Source: an optimization exercise on an open RTL-to-GDS flow (aim: small area). Production flows keep margins and buffers that such runs may drop. Function was checked by simulation only, so behaviour that the tests miss may differ from the original. Power is estimated from default activity; no workload was simulated.

==> job 5298: inputs <==
==> flow/design.v <==
module Clockslow(
    input clk,
    input rst,
    output tick
    );
    reg [15:0] num;
    assign tick = (num == 16'h348B);
    wire fb = num[15] ^ num[11] ^ num[2] ^ num[0] ^ tick;
    always @(posedge clk or posedge rst)
        if (rst) num <= 16'h6916;
        else     num <= {num[14:0], fb};
endmodule
module debouncer(
    input btn,
    input clk,
    input rst,
    input en,
    output wire btnsig
    );
    reg q0, q1, q2;
    always @(posedge clk or posedge rst)
        if (rst) begin
            q0 <= 1'b0; q1 <= 1'b0; q2 <= 1'b0;
        end else if (en) begin
            q0 <= btn; q1 <= q0; q2 <= q1;
        end
    assign btnsig = q2;
endmodule
module vga_controller(
    input clk_100MHz,
    input reset,
    output video_on,
    output hsync,
    output vsync,
    output [9:0] x,
    output [7:0] yq,
    output [1:0] yr,
    output running,
    output yvis
    );
    function le8(input [7:0] a, input [7:0] b);
        integer i;
        reg r;
        begin
            r = 1'b1;
            for (i = 0; i < 8; i = i + 1) r = a[i] ? (b[i] & r) : (b[i] | r);
            le8 = r;
        end
    endfunction
    reg [9:0] h;
    reg [7:0] q;
    reg [1:0] r;
    reg run;    
    wire hend = h[9] & h[8] & h[4] & h[3] & h[2] & h[1] & h[0];
    wire r2 = r[1];
    wire vclr = hend & r2 & q[7] & q[5] & q[3] & q[2] & q[1];
    reg [9:0] hinc;
    reg [7:0] qinc;
    integer i;
    reg c;
    always @(*) begin
        c = run;
        for (i = 0; i < 10; i = i + 1) begin hinc[i] = h[i] ^ c; c = c & h[i]; end
        c = hend & r2;
        for (i = 0; i < 8; i = i + 1) begin qinc[i] = q[i] ^ c; c = c & q[i]; end
    end
    always @(posedge clk_100MHz or posedge reset)
        if (reset) begin
            h <= 0; q <= 0; r <= 0; run <= 1'b0;
        end else begin
            run <= 1'b1;
            h <= {hinc[9] & ~hend, hinc[8] & ~hend, hinc[7:6], hinc[5] & ~hend, hinc[4:0]};
            q <= vclr ? 8'd0 : qinc;
            if (hend) r <= {r[0], ~r[1] & ~r[0]};
        end
    wire h0 = (h == 10'd0);
    wire hs_rng = le8(8'd145, h[7:0]) & le8(h[7:0], 8'd240);
    assign hsync = h[9] & ~h[8] & hs_rng;
    assign vsync = (q == 8'd171) & (h0 ? (r != 2'd0) : ~r[1]);
    assign yvis = le8(q, 8'd159);
    assign video_on = ~(h[9] & (h[8] | h[7])) & yvis;
    assign running = run;
    assign x = h;
    assign yq = q;
    assign yr = r;
endmodule
module displaycontrol(
input clk_100MHz,
input btnL,
input btnR,
input rst,
input run,           
input yvis,          
input video_on,
input [9:0] x,
input [7:0] yq,      
input [1:0] yr,
output [11:0] rgb
);
    function le10(input [9:0] a, input [9:0] b);
        integer i;
        reg r;
        begin
            r = 1'b1;
            for (i = 0; i < 10; i = i + 1) r = a[i] ? (b[i] & r) : (b[i] | r);
            le10 = r;
        end
    endfunction
    function le8(input [7:0] a, input [7:0] b);
        integer i;
        reg r;
        begin
            r = 1'b1;
            for (i = 0; i < 8; i = i + 1) r = a[i] ? (b[i] & r) : (b[i] | r);
            le8 = r;
        end
    endfunction
    function [9:0] add10(input [9:0] a, input [9:0] b);
        integer i;
        reg c;
        begin
            c = 1'b0;
            for (i = 0; i < 10; i = i + 1) begin
                add10[i] = a[i] ^ b[i] ^ c;
                c = (a[i] & b[i]) | (c & (a[i] ^ b[i]));
            end
        end
    endfunction
    function [9:0] step10(input [9:0] q, input dn, input en);
        integer i;
        reg t;
        begin
            t = en;
            for (i = 0; i < 10; i = i + 1) begin
                step10[i] = q[i] ^ t;
                t = t & (q[i] ^ dn);
            end
        end
    endfunction
    wire x0 = (x == 10'd0);
    wire hend = (x == 10'd799);
    wire r0 = (yr == 2'd0), r2 = yr[1];
    wire vlast = (yq == 8'd174) & r2;
    wire refresh_tick = x0 && (((yq == 8'd160) & ~r0) | (yq == 8'd161) | (yq == 8'd162));
    reg [9:0] bc_x;         
    reg [9:0] pc_x;         
    reg [8:0] gc_x;         
    reg gk_direction;
    reg [7:0] yc_x;         
    reg h_ball_x, v_ball_x;
    wire [9:0] bc = bc_x ^ 10'd705;
    wire [9:0] pc = pc_x ^ 10'd755;
    wire [8:0] gc = gc_x ^ 9'd208;
    wire [7:0] yc = yc_x ^ 8'd177;
    wire h_ball = ~h_ball_x, v_ball = ~v_ball_x;
    wire b_on = le10(bc, 10'd12) & ((x[9:4] != 6'd0) | (x[3:0] >= bc[3:0]));
    wire p_on = le10(pc, 10'd100);
    wire pl_on = le10(pc, 10'd44);
    wire g_on = le10({1'b0, gc}, 10'd30);
    wire y_on = ((yc == 8'd0) & r2) | ((yc != 8'd0) & le8(yc, 8'd4));
    wire wall_on = (le8(yq, 8'd14) | ((yq == 8'd15) & r0)) && (le10(x, 10'd259) || le10(10'd379, x));
    wire ball_on = y_on & b_on;
    wire gk_on = (((yq == 8'd13) & ~r0) | (le8(8'd14, yq) & le8(yq, 8'd22)) | ((yq == 8'd23) & ~r2)) && g_on;
    wire pad_on = (((yq == 8'd133) & ~r0) | (le8(8'd134, yq) & le8(yq, 8'd136))) && p_on;
    wire c_grey  = ~ball_on & wall_on;
    wire c_blue  = ~ball_on & ~wall_on & gk_on;
    wire c_green = ~ball_on & ~wall_on & ~gk_on & ~pad_on;
    reg s1, s2, s3;
    reg ov_gk, ov_pad, ov_pl;
    always @(posedge clk_100MHz) begin
        s1 <= video_on & ~c_green;
        s2 <= video_on & ~c_grey;
        s3 <= video_on & ~c_blue;
        ov_gk <= ~x0 & (ov_gk | (b_on & g_on));
        ov_pad <= ~x0 & (ov_pad | (b_on & p_on));
        ov_pl <= ~x0 & (ov_pl | (b_on & pl_on));
    end
    wire wa = s1 & s3, wb = s1 & s2, wg = s2 & s3, w = s1 & s2 & s3;
    assign rgb = {w, wa, wb, w, wg, s3, s2, w, wb, s1, wb, s2};
    wire pad_53x = (pc[9:3] == 7'b0111100);             
    wire pad_538 = pad_53x & ~pc[0];                    
    wire pad_539 = pad_53x & ~pc[1];                    
    wire pad_0 = ~pc[9] & ~pc[8];                       
    wire pad_1 = (pc == 10'd1023);
    reg [9:0] p_step;
    always @(*) begin
        if (btnR) p_step = pad_538 ? 10'd0 : pad_539 ? 10'd1 : 10'h3FF;   
        else if (btnL) p_step = pad_0 ? 10'd1 : pad_1 ? 10'd2 : 10'd3;    
        else p_step = 10'd1;
    end
    wire gk_at_left = (gc[7:2] == 6'b111111) & gc[0];                 
    wire gk_at_right = (gc[7:2] == 6'b101000);                        
    wire gk_dir_new = gk_direction ? ~gk_at_left : gk_at_right;
    wire bl_zero = (bc == 10'd0);
    wire bl_in = bl_zero | ~le10(bc, 10'd12);                
    wire bl_le259 = bl_zero | le10(10'd765, bc);             
    wire bl_367 = ~le10(bc, 10'd12) & le10(bc, 10'd657);     
    wire bl_627 = ~le10(bc, 10'd12) & le10(bc, 10'd397);     
    wire wall_hit = le8(8'd146, yc) && (bl_le259 || bl_367);        
    wire gk_hit = le8(8'd138, yc) && le8(yc, 8'd151) && ov_gk;     
    wire pad_hit = le8(8'd24, yc) && le8(yc, 8'd31) && ov_pad;     
    reg h_ball_new, v_ball_new;
    always @(*) begin
        h_ball_new = h_ball;
        v_ball_new = v_ball;
        if (wall_hit) v_ball_new = 1'b0;
        if (bl_zero) h_ball_new = 1'b0;
        if (bl_627) h_ball_new = 1'b1;
        if (gk_hit) v_ball_new = 1'b0;
        if (pad_hit) begin
            v_ball_new = 1'b1;
            h_ball_new = ov_pl;
        end
    end
    wire out = v_ball ? (yc == 8'd160) : (yc == 8'd2);
    wire [9:0] x_step = hend ? 10'd256 : (run & ~(x[9] & x[8])) ? 10'd1 : 10'd0;
    wire [7:0] y_step = refresh_tick ? (v_ball ? 8'd1 : 8'd255) :
                        (hend & r2) ? (vlast ? 8'd96 : yvis ? 8'd1 : 8'd0) : 8'd0;
    wire [9:0] yc_next = add10({2'b00, yc}, {2'b00, y_step});
    wire [9:0] bc_next = add10(bc, refresh_tick ? (h_ball ? 10'd2 : 10'd0) : x_step);
    wire [9:0] pc_next = add10(pc, refresh_tick ? p_step : x_step);
    wire [9:0] gc_next = add10({1'b0, gc}, refresh_tick ? (gk_dir_new ? 10'd2 : 10'd0) : x_step);
    always @(posedge clk_100MHz or posedge rst)
        if (rst) begin
            bc_x <= 10'd0;
            pc_x <= 10'd0;
            gc_x <= 9'd0;
            gk_direction <= 1'b0;
            yc_x <= 8'd0;
            h_ball_x <= 1'b0;
            v_ball_x <= 1'b0;
        end else begin
            pc_x <= pc_next ^ 10'd755;
            gc_x <= gc_next[8:0] ^ 9'd208;
            bc_x <= (refresh_tick & out) ? 10'd706 ^ 10'd705 : bc_next ^ 10'd705;
            yc_x <= (refresh_tick & out) ? 8'd81 ^ 8'd177 : yc_next[7:0] ^ 8'd177;
            if (refresh_tick) begin
                gk_direction <= gk_dir_new;
                if (out) begin
                    h_ball_x <= h_ball_new;
                    v_ball_x <= 1'b1;
                end else begin
                    h_ball_x <= ~h_ball_new;
                    v_ball_x <= ~v_ball_new;
                end
            end
        end
endmodule
`timescale 1ns / 1ps
module top(
input btnL,
input btnR,
input rst,
input clk,
output [11:0] rgb,
output hsync,
output vsync
    );
wire btnLsig, btnRsig;
wire [9:0] x_out;
wire [7:0] yq;
wire [1:0] yr;
wire slow_tick, vid_on, running, yvis;
Clockslow cs(.clk(clk), .rst(rst), .tick(slow_tick));
vga_controller vgacon(
    .clk_100MHz(clk), .reset(rst), .video_on(vid_on),
    .hsync(hsync), .vsync(vsync), .x(x_out), .yq(yq), .yr(yr), .running(running), .yvis(yvis));
debouncer d1(.btn(btnL), .clk(clk), .rst(rst), .en(slow_tick), .btnsig(btnLsig));
debouncer d0(.btn(btnR), .clk(clk), .rst(rst), .en(slow_tick), .btnsig(btnRsig));
displaycontrol dc(
    .clk_100MHz(clk), .btnL(btnLsig), .btnR(btnRsig), .rst(rst),
    .run(running), .yvis(yvis), .video_on(vid_on), .x(x_out), .yq(yq), .yr(yr), .rgb(rgb));
endmodule
==> flow/flow/run.sh <==
#!/bin/bash
# Own layout flow: the standard ORFS flow (standard.sh), with
#  - an area-oriented ABC mapping script (flow/abc_area.script) in place of
#    ORFS's, and no separate half/full-adder extraction before ABC,
#  - port buffers made of the smallest buffer,
#  - clock tree synthesis without dummy loads.
# The registers, their names and cell types are the standard synthesis's.
set -euo pipefail
W=$(pwd)
rm -rf "$W/scripts"
cp -r "$FLOW_HOME/scripts" "$W/scripts"
cp "$W/flow/abc_area.script" "$W/scripts/abc_area.script"
bash "$W/standard.sh" \
    SCRIPTS_DIR="$W/scripts" \
    ABC_AREA=1 \
    ADDER_MAP_FILE= \
    BUFFER_PORTS_ARGS="-buffer_cell sky130_fd_sc_hd__buf_1" \
    CTS_ARGS="-sink_clustering_enable -repair_clock_nets -buf_list sky130_fd_sc_hd__clkbuf_8 -dont_use_dummy_load" \
    finish > "$W/orfs_make.log" 2>&1
==> flow/flow/abc_area.script <==
strash
dc2
dch
amap
topo
==> flow/standard.sh <==
#!/bin/bash
# synth_recipe.tcl (not shown) runs the flow's synth.tcl, then flattens the netlist and writes it again
# the make line also repeats each setting of config.mk as NAME=value (left out here)
make -C /OpenROAD-flow-scripts/flow DESIGN_CONFIG=/design/flow/config.mk WORK_HOME=/design/flow/orfs CLKGATE_MAP_FILE= SYNTH_SCRIPT=/design/flow/synth_recipe.tcl "${@:-finish}"
==> flow/config.mk <==
export PLATFORM = sky130hd
export DESIGN_NAME = top
export DESIGN_NICKNAME = top
export VERILOG_FILES = /design/flow/design.v
export SDC_FILE = /design/flow/constraint.sdc
export NUM_CORES = 4
export LEC_CHECK = 0
export ABC_AREA = 1
export CAP_MARGIN = 20
export CORE_MARGIN = 2
export CORE_UTILIZATION = 40
export CTS_BUF_LIST = sky130_fd_sc_hd__clkbuf_8
export SLEW_MARGIN = 20
==> flow/constraint.sdc <==
create_clock -name core_clock -period 10.0 [get_ports {clk}]
set_input_delay 2.0000 -clock core_clock [delete_from_list [all_inputs] [get_ports {clk}]]
set_output_delay 2.0000 -clock core_clock [all_outputs]
set_load 0.01 [all_outputs]
==> inputs of job 9574, as changes to job 5298 <==
--- a/flow/design.v
+++ b/flow/design.v
@@ -36,5 +36,4 @@
     output [7:0] yq,
     output [1:0] yr,
-    output running,
     output yvis
     );
@@ -51,6 +50,6 @@
     reg [7:0] q;
     reg [1:0] r;
-    reg run;    
-    wire hend = h[9] & h[8] & h[4] & h[3] & h[2] & h[1] & h[0];
+    wire hend = h[9] & h[8] & ~h[7] & h[4] & h[3] & h[2] & h[1] & h[0];
+    wire hrst = h[9] & h[8] & h[7];    
     wire r2 = r[1];
     wire vclr = hend & r2 & q[7] & q[5] & q[3] & q[2] & q[1];
@@ -60,5 +59,5 @@
     reg c;
     always @(*) begin
-        c = run;
+        c = 1'b1;
         for (i = 0; i < 10; i = i + 1) begin hinc[i] = h[i] ^ c; c = c & h[i]; end
         c = hend & r2;
@@ -67,7 +66,6 @@
     always @(posedge clk_100MHz or posedge reset)
         if (reset) begin
-            h <= 0; q <= 0; r <= 0; run <= 1'b0;
+            h <= 10'h3FF; q <= 0; r <= 0;
         end else begin
-            run <= 1'b1;
             h <= {hinc[9] & ~hend, hinc[8] & ~hend, hinc[7:6], hinc[5] & ~hend, hinc[4:0]};
             q <= vclr ? 8'd0 : qinc;
@@ -79,6 +77,5 @@
     assign vsync = (q == 8'd171) & (h0 ? (r != 2'd0) : ~r[1]);
     assign yvis = le8(q, 8'd159);
-    assign video_on = ~(h[9] & (h[8] | h[7])) & yvis;
-    assign running = run;
+    assign video_on = (~(h[9] & (h[8] | h[7])) | hrst) & yvis;
     assign x = h;
     assign yq = q;
@@ -90,5 +87,4 @@
 input btnR,
 input rst,
-input run,           
 input yvis,          
 input video_on,
@@ -214,5 +210,5 @@
     end
     wire out = v_ball ? (yc == 8'd160) : (yc == 8'd2);
-    wire [9:0] x_step = hend ? 10'd256 : (run & ~(x[9] & x[8])) ? 10'd1 : 10'd0;
+    wire [9:0] x_step = hend ? 10'd256 : ~(x[9] & x[8]) ? 10'd1 : 10'd0;
     wire [7:0] y_step = refresh_tick ? (v_ball ? 8'd1 : 8'd255) :
                         (hend & r2) ? (vlast ? 8'd96 : yvis ? 8'd1 : 8'd0) : 8'd0;
@@ -261,13 +257,13 @@
 wire [7:0] yq;
 wire [1:0] yr;
-wire slow_tick, vid_on, running, yvis;
+wire slow_tick, vid_on, yvis;
 Clockslow cs(.clk(clk), .rst(rst), .tick(slow_tick));
 vga_controller vgacon(
     .clk_100MHz(clk), .reset(rst), .video_on(vid_on),
-    .hsync(hsync), .vsync(vsync), .x(x_out), .yq(yq), .yr(yr), .running(running), .yvis(yvis));
+    .hsync(hsync), .vsync(vsync), .x(x_out), .yq(yq), .yr(yr), .yvis(yvis));
 debouncer d1(.btn(btnL), .clk(clk), .rst(rst), .en(slow_tick), .btnsig(btnLsig));
 debouncer d0(.btn(btnR), .clk(clk), .rst(rst), .en(slow_tick), .btnsig(btnRsig));
 displaycontrol dc(
     .clk_100MHz(clk), .btnL(btnLsig), .btnR(btnRsig), .rst(rst),
-    .run(running), .yvis(yvis), .video_on(vid_on), .x(x_out), .yq(yq), .yr(yr), .rgb(rgb));
-endmodule
+    .yvis(yvis), .video_on(vid_on), .x(x_out), .yq(yq), .yr(yr), .rgb(rgb));
+endmodule
==> inputs of job 8147, as changes to job 5298 <==
==> flow/design.v, changed modules only <==
module vga_controller(
    input clk_100MHz,
    input reset,
    output video_on,
    output hsync,
    output vsync,
    output [9:0] x,
    output [7:0] yq,
    output [1:0] yr,
    output running
    );
    function le8(input [7:0] a, input [7:0] b);
        integer i;
        reg r;
        begin
            r = 1'b1;
            for (i = 0; i < 8; i = i + 1) r = a[i] ? (b[i] & r) : (b[i] | r);
            le8 = r;
        end
    endfunction
    reg [9:0] h;
    reg [7:0] q;
    reg [1:0] r;
    reg run;    
    wire hend = h[9] & h[8] & h[4] & h[3] & h[2] & h[1] & h[0];
    wire r2 = r[1];
    wire vclr = hend & r2 & q[7] & q[5] & q[3] & q[2] & q[1];
    reg [9:0] hinc;
    reg [7:0] qinc;
    integer i;
    reg c;
    always @(*) begin
        c = run;
        for (i = 0; i < 10; i = i + 1) begin hinc[i] = h[i] ^ c; c = c & h[i]; end
        c = hend & r2;
        for (i = 0; i < 8; i = i + 1) begin qinc[i] = q[i] ^ c; c = c & q[i]; end
    end
    always @(posedge clk_100MHz or posedge reset)
        if (reset) begin
            h <= 0; q <= 0; r <= 0; run <= 1'b0;
        end else begin
            run <= 1'b1;
            h <= {hinc[9] & ~hend, hinc[8] & ~hend, hinc[7:6], hinc[5] & ~hend, hinc[4:0]};
            q <= vclr ? 8'd0 : qinc;
            if (hend) r <= {r[0], ~r[1] & ~r[0]};
        end
    wire h0 = (h == 10'd0);
    wire hs_rng = le8(8'd145, h[7:0]) & le8(h[7:0], 8'd240);
    assign hsync = h[9] & ~h[8] & hs_rng;
    assign vsync = (q == 8'd171) & (h0 ? (r != 2'd0) : ~r[1]);
    assign video_on = ~(h[9] & (h[8] | h[7])) & le8(q, 8'd159);
    assign running = run;
    assign x = h;
    assign yq = q;
    assign yr = r;
endmodule
module displaycontrol(
input clk_100MHz,
input btnL,
input btnR,
input rst,
input run,           
input video_on,
input [9:0] x,
input [7:0] yq,      
input [1:0] yr,
output [11:0] rgb
);
    function le10(input [9:0] a, input [9:0] b);
        integer i;
        reg r;
        begin
            r = 1'b1;
            for (i = 0; i < 10; i = i + 1) r = a[i] ? (b[i] & r) : (b[i] | r);
            le10 = r;
        end
    endfunction
    function le8(input [7:0] a, input [7:0] b);
        integer i;
        reg r;
        begin
            r = 1'b1;
            for (i = 0; i < 8; i = i + 1) r = a[i] ? (b[i] & r) : (b[i] | r);
            le8 = r;
        end
    endfunction
    function [9:0] add10(input [9:0] a, input [9:0] b);
        integer i;
        reg c;
        begin
            c = 1'b0;
            for (i = 0; i < 10; i = i + 1) begin
                add10[i] = a[i] ^ b[i] ^ c;
                c = (a[i] & b[i]) | (c & (a[i] ^ b[i]));
            end
        end
    endfunction
    function [9:0] step10(input [9:0] q, input dn, input en);
        integer i;
        reg t;
        begin
            t = en;
            for (i = 0; i < 10; i = i + 1) begin
                step10[i] = q[i] ^ t;
                t = t & (q[i] ^ dn);
            end
        end
    endfunction
    wire x0 = (x == 10'd0);
    wire hend = (x == 10'd799);
    wire r0 = (yr == 2'd0), r2 = yr[1];
    wire vlast = (yq == 8'd174) & r2;
    wire refresh_tick = x0 && (((yq == 8'd160) & ~r0) | (yq == 8'd161) | (yq == 8'd162));
    reg [9:0] bc_x;         
    reg [9:0] pc_x;         
    reg [6:0] gk7_x;        
    reg gk_direction;
    reg [7:0] bk_x;         
    reg h_ball_x, v_ball_x;
    wire [9:0] bc = bc_x ^ 10'd705;
    wire [9:0] pc = pc_x ^ 10'd755;
    wire [6:0] gk7 = gk7_x ^ 7'd48;
    wire [7:0] bk = bk_x ^ 8'd79;
    wire h_ball = ~h_ball_x, v_ball = ~v_ball_x;
    wire b_on = le10(bc, 10'd12) & ((x[9:4] != 6'd0) | (x[3:0] >= bc[3:0]));
    wire p_on = le10(pc, 10'd100);
    wire pl_on = le10(pc, 10'd44);
    wire [4:0] gk_end = gk7[4:0] + 5'd30;
    wire g_start = (x == {3'b010, gk7});
    wire g_endm = (x[4:0] == gk_end);
    reg g_run;
    wire g_on = g_start | g_run;
    wire y_start = (yq == bk) & r2;
    wire y_endm = (yq[1:0] == bk[1:0]) & (yq[2] ^ bk[2]) & r2;
    reg y_run;
    wire y_on = y_start | y_run;
    always @(posedge clk_100MHz)
        g_run <= ~g_endm & (g_run | g_start);
    always @(posedge clk_100MHz or posedge rst)
        if (rst) y_run <= 1'b0;
        else if (hend) y_run <= ~vlast & ~y_endm & (y_run | y_start);
    wire wall_on = (le8(yq, 8'd14) | ((yq == 8'd15) & r0)) && (le10(x, 10'd259) || le10(10'd379, x));
    wire ball_on = y_on & b_on;
    wire gk_on = (((yq == 8'd13) & ~r0) | (le8(8'd14, yq) & le8(yq, 8'd22)) | ((yq == 8'd23) & ~r2)) && g_on;
    wire pad_on = (((yq == 8'd133) & ~r0) | (le8(8'd134, yq) & le8(yq, 8'd136))) && p_on;
    wire c_grey  = ~ball_on & wall_on;
    wire c_blue  = ~ball_on & ~wall_on & gk_on;
    wire c_green = ~ball_on & ~wall_on & ~gk_on & ~pad_on;
    reg s1, s2, s3;
    reg ov_gk, ov_pad, ov_pl;
    always @(posedge clk_100MHz) begin
        s1 <= video_on & ~c_green;
        s2 <= video_on & ~c_grey;
        s3 <= video_on & ~c_blue;
        ov_gk <= ~x0 & (ov_gk | (b_on & g_on));
        ov_pad <= ~x0 & (ov_pad | (b_on & p_on));
        ov_pl <= ~x0 & (ov_pl | (b_on & pl_on));
    end
    wire wa = s1 & s3, wb = s1 & s2, wg = s2 & s3, w = s1 & s2 & s3;
    assign rgb = {w, wa, wb, w, wg, s3, s2, w, wb, s1, wb, s2};
    wire pad_538 = (pc == 10'd486);
    wire pad_539 = (pc == 10'd485);
    wire pad_0 = (pc == 10'd0);
    wire pad_1 = (pc == 10'd1023);
    reg [9:0] p_step;
    always @(*) begin
        if (btnR) p_step = pad_538 ? 10'd0 : pad_539 ? 10'd1 : 10'h3FF;   
        else if (btnL) p_step = pad_0 ? 10'd1 : pad_1 ? 10'd2 : 10'd3;    
        else p_step = 10'd1;
    end
    wire gk_at_left = (gk7[6:2] == 5'd0);                             
    wire gk_at_right = gk7[6] & gk7[4] & gk7[3] & gk7[2] & gk7[0];    
    wire gk_dir_new = gk_direction ? ~gk_at_left : gk_at_right;
    wire bl_zero = (bc == 10'd0);
    wire bl_in = bl_zero | ~le10(bc, 10'd12);                
    wire bl_le259 = bl_zero | le10(10'd765, bc);             
    wire bl_367 = ~le10(bc, 10'd12) & le10(bc, 10'd657);     
    wire bl_627 = ~le10(bc, 10'd12) & le10(bc, 10'd397);     
    wire wall_hit = le8(bk, 8'd14) && (bl_le259 || bl_367);
    wire gk_hit = le8(bk, 8'd22) && le8(8'd9, bk) && ov_gk;        
    wire pad_hit = le8(8'd129, bk) && le8(bk, 8'd136) && ov_pad;   
    reg h_ball_new, v_ball_new;
    always @(*) begin
        h_ball_new = h_ball;
        v_ball_new = v_ball;
        if (wall_hit) v_ball_new = 1'b0;
        if (bl_zero) h_ball_new = 1'b0;
        if (bl_627) h_ball_new = 1'b1;
        if (gk_hit) v_ball_new = 1'b0;
        if (pad_hit) begin
            v_ball_new = 1'b1;
            h_ball_new = ov_pl;
        end
    end
    wire out = v_ball ? (bk == 8'd0) : (bk[7] & bk[4] & bk[3] & bk[2] & bk[1]);
    wire [9:0] gk_next = step10({3'b000, gk7}, gk_dir_new, 1'b1);
    wire [9:0] bk_next = step10({2'b00, bk}, v_ball, 1'b1);
    wire [9:0] x_step = ~run ? 10'd0 : hend ? 10'd225 : 10'd1;
    wire [9:0] bc_next = add10(bc, refresh_tick ? (h_ball ? 10'd2 : 10'd0) : x_step);
    wire [9:0] pc_next = add10(pc, refresh_tick ? p_step : x_step);
    always @(posedge clk_100MHz or posedge rst)
        if (rst) begin
            bc_x <= 10'd0;
            pc_x <= 10'd0;
            gk7_x <= 7'd0;
            gk_direction <= 1'b0;
            bk_x <= 8'd0;
            h_ball_x <= 1'b0;
            v_ball_x <= 1'b0;
        end else begin
            pc_x <= pc_next ^ 10'd755;
            bc_x <= (refresh_tick & out) ? 10'd706 ^ 10'd705 : bc_next ^ 10'd705;
            if (refresh_tick) begin
                gk_direction <= gk_dir_new;
                gk7_x <= gk_next[6:0] ^ 7'd48;
                if (out) begin
                    bk_x <= 8'd0;
                    h_ball_x <= h_ball_new;
                    v_ball_x <= 1'b1;
                end else begin
                    bk_x <= bk_next[7:0] ^ 8'd79;
                    h_ball_x <= ~h_ball_new;
                    v_ball_x <= ~v_ball_new;
                end
            end
        end
endmodule
module top(
input btnL,
input btnR,
input rst,
input clk,
output [11:0] rgb,
output hsync,
output vsync
    );
wire btnLsig, btnRsig;
wire [9:0] x_out;
wire [7:0] yq;
wire [1:0] yr;
wire slow_tick, vid_on, running;
Clockslow cs(.clk(clk), .rst(rst), .tick(slow_tick));
vga_controller vgacon(
    .clk_100MHz(clk), .reset(rst), .video_on(vid_on),
    .hsync(hsync), .vsync(vsync), .x(x_out), .yq(yq), .yr(yr), .running(running));
debouncer d1(.btn(btnL), .clk(clk), .rst(rst), .en(slow_tick), .btnsig(btnLsig));
debouncer d0(.btn(btnR), .clk(clk), .rst(rst), .en(slow_tick), .btnsig(btnRsig));
displaycontrol dc(
    .clk_100MHz(clk), .btnL(btnLsig), .btnR(btnRsig), .rst(rst),
    .run(running), .video_on(vid_on), .x(x_out), .yq(yq), .yr(yr), .rgb(rgb));
endmodule
==> inputs of job 1914, as changes to job 5298 <==
--- a/flow/design.v
+++ b/flow/design.v
@@ -178,8 +178,7 @@
     wire wa = s1 & s3, wb = s1 & s2, wg = s2 & s3, w = s1 & s2 & s3;
     assign rgb = {w, wa, wb, w, wg, s3, s2, w, wb, s1, wb, s2};
-    wire pad_53x = (pc[9:3] == 7'b0111100);             
-    wire pad_538 = pad_53x & ~pc[0];                    
-    wire pad_539 = pad_53x & ~pc[1];                    
-    wire pad_0 = ~pc[9] & ~pc[8];                       
+    wire pad_538 = (pc == 10'd486);
+    wire pad_539 = (pc == 10'd485);
+    wire pad_0 = (pc == 10'd0);
     wire pad_1 = (pc == 10'd1023);
     reg [9:0] p_step;
@@ -189,6 +188,6 @@
         else p_step = 10'd1;
     end
-    wire gk_at_left = (gc[7:2] == 6'b111111) & gc[0];                 
-    wire gk_at_right = (gc[7:2] == 6'b101000);                        
+    wire gk_at_left = (gc == 9'd253);                                 
+    wire gk_at_right = (gc == 9'd163);                                
     wire gk_dir_new = gk_direction ? ~gk_at_left : gk_at_right;
     wire bl_zero = (bc == 10'd0);
==> results.txt <==
| item | job 5298 | job 8147 | job 9574 | job 1914 |
|---|---|---|---|---|
| Result of the run | complete, no violations | complete, no violations | complete, no violations | complete, no violations |
| Layout Area Growth over Synthesis | 6.71% | 6.76% | 6.74% | 7.17% |
| Fraction of the mapped netlist area in compound gates | 20.2% | 22.6% | 21.2% | 19.6% |
| Routed vias/inst | 5.23 | 5.50 | 5.23 | 5.37 |
| Initial Util | 40.6% | 40.6% | 40.6% | 40.9% |
| Max Fanout on Critical Path | 16 | 14 | 16 | 9 |
| Internal cell power | 0.578 mW | 0.560 mW | 0.437 mW | 0.580 mW |
| Register-to-Register Setup Slack | 5.60 ns | 5.62 ns | 5.49 ns | 5.58 ns |
| Non-Clock Buffer Count | 19 | 20 | 19 | 20 |
| Final Wtd Congestion | 0.872 | 0.883 | 0.852 | 0.920 |
| Post-synthesis net count | 521 | 563 | 516 | 535 |
| Share of async-settable or async-resettable flops after synthesis | 93.3% | 92.1% | 93.2% | 93.3% |
| Sequential portion of the cell area | 47.4% | 44.9% | 47.3% | 46.5% |
| Power share of the combinational group | 22.7% | 23.4% | 1.3% | 23.4% |
| Cell count after synthesis | 517 | 559 | 512 | 531 |
| Multi-input gate share of total cell area | 38.6% | 40.5% | 38.5% | 39.2% |
| Inverters | 72 | 86 | 74 | 78 |
| Total via count after detailed routing | 3518 | 3956 | 3496 | 3692 |
| Area of all sequential standard cells | 2210 µm² | 2200 µm² | 2190 µm² | 2210 µm² |
| Slew HR | 31.8% | 41.2% | 44.0% | 45.0% |

re-timing with driven ports:
In the flow no input, the clock included, has a driving cell. The finished layouts below were timed again as built, in two steps. Step 1 (the two cells are an assumption about what drives the block):
set clk [get_ports {clk}]
set_driving_cell -lib_cell sky130_fd_sc_hd__clkbuf_16 $clk
set_driving_cell -lib_cell sky130_fd_sc_hd__buf_2 [delete_from_list [all_inputs] $clk]
Step 2, shift: input delay + t, output delay - t, t = (earliest + latest rising clock arrival at the registers) / 2. This alone moves slack from input paths to output paths. a / b / c = ideal ports / drivers / drivers and shift; a / b = the first two.
run | shift t [ns] | setup WS [ns] | latest minus earliest clock arrival (ns)
job 5298 | 0.384 | 5.603 / 5.603 / 5.603 | 0.022 / 0.023
job 9574 | 0.382 | 5.485 / 5.485 / 5.485 | 0.030 / 0.030
job 8147 | 0.390 | 5.616 / 5.616 / 5.616 | 0.028 / 0.028
job 1914 | 0.383 | 5.581 / 5.581 / 5.581 | 0.014 / 0.015
After both steps setup and hold are still met in every run listed.
